Context: an optimization exercise on an open-source flow, tuned for small area and a short achievable clock period. The choices shown serve that exercise and are no tape-out recipe. In this exercise RTL edits were held to simulation tests only and were not proved equivalent to the original. The clock port is modelled as an ideal driver, which makes a skipped or thinned clock tree look cheaper than it is; a real chip needs a root buffer or a tree. Power is estimated from default activity; no workload was simulated.

JK:
## alu_top
module alu_top (
	input clk,
	input [31:0] a, b,
	input cin, binv, sel1, sel0,
	output reg [31:0] result,
	output reg co, zero, ovr);
	reg [31:0] a_q, b_q;
	reg cin_q, binv_q, sel1_q, sel0_q;
	wire [31:0] result_d;
	wire co_d, zero_d, ovr_d;
	always @(posedge clk) begin
		a_q <= a;
		b_q <= b;
		cin_q <= cin;
		binv_q <= binv;
		sel1_q <= sel1;
		sel0_q <= sel0;
		result <= result_d;
		co <= co_d;
		zero <= zero_d;
		ovr <= ovr_d;
	end
	DRAP_ALU u_alu (.result(result_d), .co(co_d), .zero(zero_d), .ovr(ovr_d),
		.a(a_q), .b(b_q), .cin(cin_q), .binv(binv_q), .sel1(sel1_q), .sel0(sel0_q));
endmodule
Size in the first run: about 380 cells after synthesis, roughly 100 I/O pins.
==> flow/config.mk <==
export PLATFORM = sky130hd
export DESIGN_NAME = alu_top
export DESIGN_NICKNAME = alu_top
export VERILOG_FILES = /design/flow/design.v
export SDC_FILE = /design/flow/constraint.sdc
export NUM_CORES = 4
export LEC_CHECK = 0
export CAP_MARGIN = 20
export CORE_MARGIN = 2
export CORE_UTILIZATION = 40
export SLEW_MARGIN = 20
export SYNTH_HIERARCHICAL = 1
==> flow/constraint.sdc <==
create_clock -name core_clock -period 16.0 [get_ports {clk}]
set_input_delay 3.2000 -clock core_clock [delete_from_list [all_inputs] [get_ports {clk}]]
set_output_delay 3.2000 -clock core_clock [all_outputs]
set_load 0.01 [all_outputs]
standard.sh (not shown) runs the stock make flow with config.mk's settings and CLKGATE_MAP_FILE= SYNTH_SCRIPT=/design/flow/synth_recipe.tcl, a recipe that flattens the netlist after the stock synthesis.
==> flow/flow/run.sh <==
#!/bin/bash
# Layout flow: the standard ORFS flow (standard.sh, unchanged synthesis) with
#  - every non-sequential cell set to its smallest size right after synthesis, so that
#    the resizer sizes up only what timing needs (flow/downsize.tcl, before floorplan);
#  - port buffers buf_1 on inputs (BUFFER_PORTS_ARGS) and buf_2 on outputs
#    (flow/outbuf.tcl, right after global placement) instead of the default cell;
#  - a one-level clock tree: the clock port drives 4 clock buffers, each driving a
#    cluster of flip-flops (flow/clocktree.tcl, right after CTS);
#  - a setup margin for the resizer's timing repair (the clock and constraints are the standard flow's).
set -euo pipefail
HERE=$(pwd)
source "$HERE/flow/settings.sh"
export PRE_FLOORPLAN_TCL="$HERE/flow/downsize.tcl"
export BUFFER_PORTS_ARGS="-inputs -buffer_cell sky130_fd_sc_hd__buf_1"
export POST_GLOBAL_PLACE_TCL="$HERE/flow/outbuf.tcl"
export POST_CTS_TCL="$HERE/flow/clocktree.tcl"
# timing is repaired after the clock tree is replaced (global route step), not before
export SKIP_CTS_REPAIR_TIMING=1
bash standard.sh > "$HERE/standard_flow.log" 2>&1
==> flow/flow/settings.sh <==
export SETUP_SLACK_MARGIN=12.0
export OUTBUF_CELL=sky130_fd_sc_hd__buf_1
Other scripts of this flow, unchanged in this note and not shown: flow/flow/clocktree.tcl, flow/flow/downsize.tcl, flow/flow/outbuf.tcl
Edits applied to the flow inputs when going from JK to MS:
==> flow/flow/settings.sh <==
export SETUP_SLACK_MARGIN=11.8
export CLK_NBUF=3
Against JK, MS comes in 0.022 ns higher on worst hold slack. When MS is set beside JK, its worst setup slack turns out to be 0.019 ns larger. Combinational group share of total power delta for MS relative to JK: 0.8 points higher. [compare] base=JK new=MS: detailed placer's ending HPWL up 3.4%, wire length on met2 up 1.7%, maximum clock frequency up 1.3 MHz. Multi-input logic cell count: MS vs JK — no meaningful difference. Cmp MS vs JK: total length of routed wires lower in MS. Via count: MS better than JK. Going from JK to MS, final non-filler cell area decreased 73 um2, multi-input combinational area share increased 0.60 points.
No run of this note takes its clock network from TritonCTS; it comes from the design's own scripts or RTL.


alu_top, a different RTL version from the one above (not shown whole).
Size: roughly 440 cells after synthesis, ~100 I/O pins.
export LEC_CHECK = 0
export CAP_MARGIN = 20
export CORE_MARGIN = 2
export CORE_UTILIZATION = 40
export SLEW_MARGIN = 20
export SYNTH_HIERARCHICAL = 1
create_clock -name core_clock -period 16.0 [get_ports {clk}]
==> flow/flow/run.sh <==
#!/bin/bash
# Layout flow: the standard ORFS flow (standard.sh, unchanged synthesis) with
#  - every non-sequential cell set to its smallest size right after synthesis, so that
#    the resizer sizes up only what timing needs (flow/downsize.tcl, before floorplan);
#  - port buffers buf_1 on inputs (BUFFER_PORTS_ARGS) and buf_2 on outputs
#    (flow/outbuf.tcl, right after global placement) instead of the default cell;
#  - a one-level clock tree: the clock port drives 4 clock buffers, each driving a
#    cluster of flip-flops (flow/clocktree.tcl, right after CTS);
#  - a setup margin for the resizer's timing repair (the clock and constraints are the standard flow's).
set -euo pipefail
HERE=$(pwd)
source "$HERE/flow/settings.sh"
export PRE_FLOORPLAN_TCL="$HERE/flow/downsize.tcl"
export BUFFER_PORTS_ARGS="-inputs -buffer_cell sky130_fd_sc_hd__buf_1"
export POST_GLOBAL_PLACE_TCL="$HERE/flow/outbuf.tcl"
export POST_CTS_TCL="$HERE/flow/clocktree.tcl"
bash standard.sh > "$HERE/standard_flow.log" 2>&1
==> flow/flow/clocktree.tcl <==
set nbuf 4
if {[info exists ::env(CLK_NBUF)]} { set nbuf $::env(CLK_NBUF) }
set bufcell sky130_fd_sc_hd__clkbuf_8
if {[info exists ::env(CLK_BUFCELL)]} { set bufcell $::env(CLK_BUFCELL) }
set block [ord::get_db_block]
set db [ord::get_db]
set clknet [$block findNet clk]
# walk the tree from the port: collect buffers, nets and flip-flop clock pins
set bufs {}
set nets {}
set sinks {}
set todo [list $clknet]
while {[llength $todo]} {
  set net [lindex $todo 0]
  set todo [lrange $todo 1 end]
  foreach it [$net getITerms] {
    if {![$it isInputSignal]} { continue }
    set inst [$it getInst]
    set m [[$inst getMaster] getName]
    if {[string match "*clkbuf*" $m] || [string match "*__buf_*" $m] || [string match "*clkinv*" $m] || [string match "*__inv_*" $m]} {
      set drives 0
      foreach o [$inst getITerms] {
        if {[$o isOutputSignal] && [$o getNet] ne "NULL"} { set drives 1 }
      }
      if {[string match "*inv*" $m] && $drives} { error "clocktree.tcl: inverter $m in the clock tree" }
      lappend bufs $inst
      foreach o [$inst getITerms] {
        if {[$o isOutputSignal] && [$o getNet] ne "NULL"} { lappend todo [$o getNet]; lappend nets [$o getNet] }
      }
    } else {
      lappend sinks $it
    }
  }
}
puts "clocktree.tcl: [llength $bufs] clock buffers, [llength $sinks] sinks"
foreach it $sinks {
  if {![string match "*dfxtp*" [[[$it getInst] getMaster] getName]]} { error "clocktree.tcl: unexpected clock sink [[$it getInst] getName]" }
}
# remove the old tree
foreach it $sinks { $it disconnect }
foreach inst $bufs { odb::dbInst_destroy $inst }
foreach net $nets { odb::dbNet_destroy $net }
# k-means on sink locations
set pts {}
foreach it $sinks {
  set bb [[$it getInst] getBBox]
  lappend pts [list [expr {([$bb xMin] + [$bb xMax]) / 2.0}] [expr {([$bb yMin] + [$bb yMax]) / 2.0}]]
}
set n [llength $pts]
set cent {}
set sorted [lsort -real -index 0 $pts]
for {set k 0} {$k < $nbuf} {incr k} { lappend cent [lindex $sorted [expr {int(($k + 0.5) * $n / $nbuf)}]] }
for {set iter 0} {$iter < 50} {incr iter} {
  set asg {}
  foreach p $pts {
    set best 0; set bd 1e30
    for {set k 0} {$k < $nbuf} {incr k} {
      set c [lindex $cent $k]
      set d [expr {pow([lindex $p 0] - [lindex $c 0], 2) + pow([lindex $p 1] - [lindex $c 1], 2)}]
      if {$d < $bd} { set bd $d; set best $k }
    }
    lappend asg $best
  }
  set nc {}
  for {set k 0} {$k < $nbuf} {incr k} {
    set sx 0; set sy 0; set c 0
    foreach p $pts a $asg { if {$a == $k} { set sx [expr {$sx + [lindex $p 0]}]; set sy [expr {$sy + [lindex $p 1]}]; incr c } }
    if {$c} { lappend nc [list [expr {$sx / $c}] [expr {$sy / $c}]] } else { lappend nc [lindex $cent $k] }
  }
  set cent $nc
}
set master [$db findMaster $bufcell]
for {set k 0} {$k < $nbuf} {incr k} {
  set inst [odb::dbInst_create $block $master "clkbuf_flat_$k"]
  set net [odb::dbNet_create $block "clknet_flat_$k"]
  $net setSigType CLOCK
  [$inst findITerm A] connect $clknet
  [$inst findITerm X] connect $net
  set c [lindex $cent $k]
  $inst setLocation [expr {int([lindex $c 0])}] [expr {int([lindex $c 1])}]
  $inst setPlacementStatus PLACED
  set cnt 0
  foreach it $sinks a $asg { if {$a == $k} { $it connect $net; incr cnt } }
  puts "clocktree.tcl: buffer $k at [lindex $c 0] [lindex $c 1] drives $cnt flip-flops"
}
detailed_placement
check_placement -verbose
estimate_parasitics -placement
report_clock_skew
report_worst_slack -max
report_worst_slack -min
==> flow/flow/settings.sh <==
export SETUP_SLACK_MARGIN=12.1
export CLK_BUFCELL=sky130_fd_sc_hd__clkbuf_16
Other scripts of this flow, unchanged in this note and not shown: flow/flow/downsize.tcl, flow/flow/outbuf.tcl
Rerun with:
--- a/flow/flow/clocktree.tcl
+++ b/flow/flow/clocktree.tcl
@@ -20,7 +20,3 @@
     if {[string match "*clkbuf*" $m] || [string match "*__buf_*" $m] || [string match "*clkinv*" $m] || [string match "*__inv_*" $m]} {
-      set drives 0
-      foreach o [$inst getITerms] {
-        if {[$o isOutputSignal] && [$o getNet] ne "NULL"} { set drives 1 }
-      }
-      if {[string match "*inv*" $m] && $drives} { error "clocktree.tcl: inverter $m in the clock tree" }
+      if {[string match "*inv*" $m]} { error "clocktree.tcl: inverter $m in the clock tree" }
       lappend bufs $inst
==> flow/flow/settings.sh (replaced) <==
export SETUP_SLACK_MARGIN=12.1
export CLK_BUFCELL=sky130_fd_sc_hd__clkbuf_8
The new run never finished: it broke off in 4_1_cts.
Synthesized cell count stays the same.
Rerun with:
--- a/flow/flow/run.sh
+++ b/flow/flow/run.sh
@@ -16,2 +16,4 @@
 export POST_CTS_TCL="$HERE/flow/clocktree.tcl"
+# timing is repaired after the clock tree is replaced (global route step), not before
+export SKIP_CTS_REPAIR_TIMING=1
 bash standard.sh > "$HERE/standard_flow.log" 2>&1
--- a/flow/flow/clocktree.tcl
+++ b/flow/flow/clocktree.tcl
@@ -2,3 +2,3 @@
 if {[info exists ::env(CLK_NBUF)]} { set nbuf $::env(CLK_NBUF) }
-set bufcell sky130_fd_sc_hd__clkbuf_8
+set bufcell sky130_fd_sc_hd__clkbuf_16
 if {[info exists ::env(CLK_BUFCELL)]} { set bufcell $::env(CLK_BUFCELL) }
@@ -20,3 +20,7 @@
     if {[string match "*clkbuf*" $m] || [string match "*__buf_*" $m] || [string match "*clkinv*" $m] || [string match "*__inv_*" $m]} {
-      if {[string match "*inv*" $m]} { error "clocktree.tcl: inverter $m in the clock tree" }
+      set drives 0
+      foreach o [$inst getITerms] {
+        if {[$o isOutputSignal] && [$o getNet] ne "NULL"} { set drives 1 }
+      }
+      if {[string match "*inv*" $m] && $drives} { error "clocktree.tcl: inverter $m in the clock tree" }
       lappend bufs $inst
==> flow/flow/settings.sh (replaced) <==
export SETUP_SLACK_MARGIN=12.15
--- a/flow/config.mk
+++ b/flow/config.mk
@@ -9,3 +9,3 @@
 export CORE_MARGIN = 2
-export CORE_UTILIZATION = 40
+export CORE_UTILIZATION = 60
 export SLEW_MARGIN = 20
With this change the flow finished with timing, DRC and antenna clean. Synthesized cell count does not change.
Rerun with:
--- a/flow/config.mk
+++ b/flow/config.mk
@@ -9,3 +9,3 @@
 export CORE_MARGIN = 2
-export CORE_UTILIZATION = 60
+export CORE_UTILIZATION = 40
 export SLEW_MARGIN = 20
After rerunning:
- synthesized cell count is unchanged
- cell count rises by 8.7%
- final area rises by 0.94%
- wire length falls by 1.5%
- via count falls by 3.7%
- setup slack hardly moves
- power falls by 0.96%
Rerun with:
--- a/flow/flow/run.sh
+++ b/flow/flow/run.sh
@@ -16,4 +16,2 @@
 export POST_CTS_TCL="$HERE/flow/clocktree.tcl"
-# timing is repaired after the clock tree is replaced (global route step), not before
-export SKIP_CTS_REPAIR_TIMING=1
 bash standard.sh > "$HERE/standard_flow.log" 2>&1
--- a/flow/flow/clocktree.tcl
+++ b/flow/flow/clocktree.tcl
@@ -2,3 +2,3 @@
 if {[info exists ::env(CLK_NBUF)]} { set nbuf $::env(CLK_NBUF) }
-set bufcell sky130_fd_sc_hd__clkbuf_16
+set bufcell sky130_fd_sc_hd__clkbuf_8
 if {[info exists ::env(CLK_BUFCELL)]} { set bufcell $::env(CLK_BUFCELL) }
@@ -20,7 +20,3 @@
     if {[string match "*clkbuf*" $m] || [string match "*__buf_*" $m] || [string match "*clkinv*" $m] || [string match "*__inv_*" $m]} {
-      set drives 0
-      foreach o [$inst getITerms] {
-        if {[$o isOutputSignal] && [$o getNet] ne "NULL"} { set drives 1 }
-      }
-      if {[string match "*inv*" $m] && $drives} { error "clocktree.tcl: inverter $m in the clock tree" }
+      if {[string match "*inv*" $m]} { error "clocktree.tcl: inverter $m in the clock tree" }
       lappend bufs $inst
==> flow/flow/settings.sh (replaced) <==
export SETUP_SLACK_MARGIN=12.1
export CLK_BUFCELL=sky130_fd_sc_hd__clkbuf_16
The changed run aborted during 4_1_cts.
Synthesized cell count does not change.
The clock cells of the first, third and fourth runs of this note come from the design's own scripts or RTL, not from TritonCTS.

## what the ideal ports hide
How much do the figures lean on ideal ports? The routed layouts below were timed once more, with nothing changed but the port constraints. Step 1 (the two cells are an assumption about what drives the block):
set clk [get_ports {clk}]
set_driving_cell -lib_cell sky130_fd_sc_hd__clkbuf_16 $clk
set_driving_cell -lib_cell sky130_fd_sc_hd__buf_2 [delete_from_list [all_inputs] $clk]
Step 2, shift: input delay + t, output delay - t, t = (earliest + latest rising clock arrival at the registers) / 2. This alone moves slack from input paths to output paths. Three values: ideal, step 1, step 2; two values: the first two.
run | t, ns | slack for setup (ns) | hold slack, ns | worst slew at a driven data input, ns
JK | 0.233 | 12.115 / 12.035 / 12.268 | 0.679 / 0.679 / 0.679 | 0.03
MS | 0.238 | 12.134 / 12.067 / 12.220 | 0.700 / 0.700 / 0.700 | 0.03
the first run of note 2 | 0.237 | 12.180 / 12.097 / 12.335 | 0.660 / 0.660 / 0.660 | 0.04
the third run of note 2 | 0.235 | 12.175 / 12.095 / 12.330 | 0.612 / 0.612 / 0.612 | 0.04
the fourth run of note 2 | 0.238 | 12.174 / 12.091 / 12.329 | 0.659 / 0.659 / 0.659 | 0.04
After both steps every run listed still meets setup and hold.
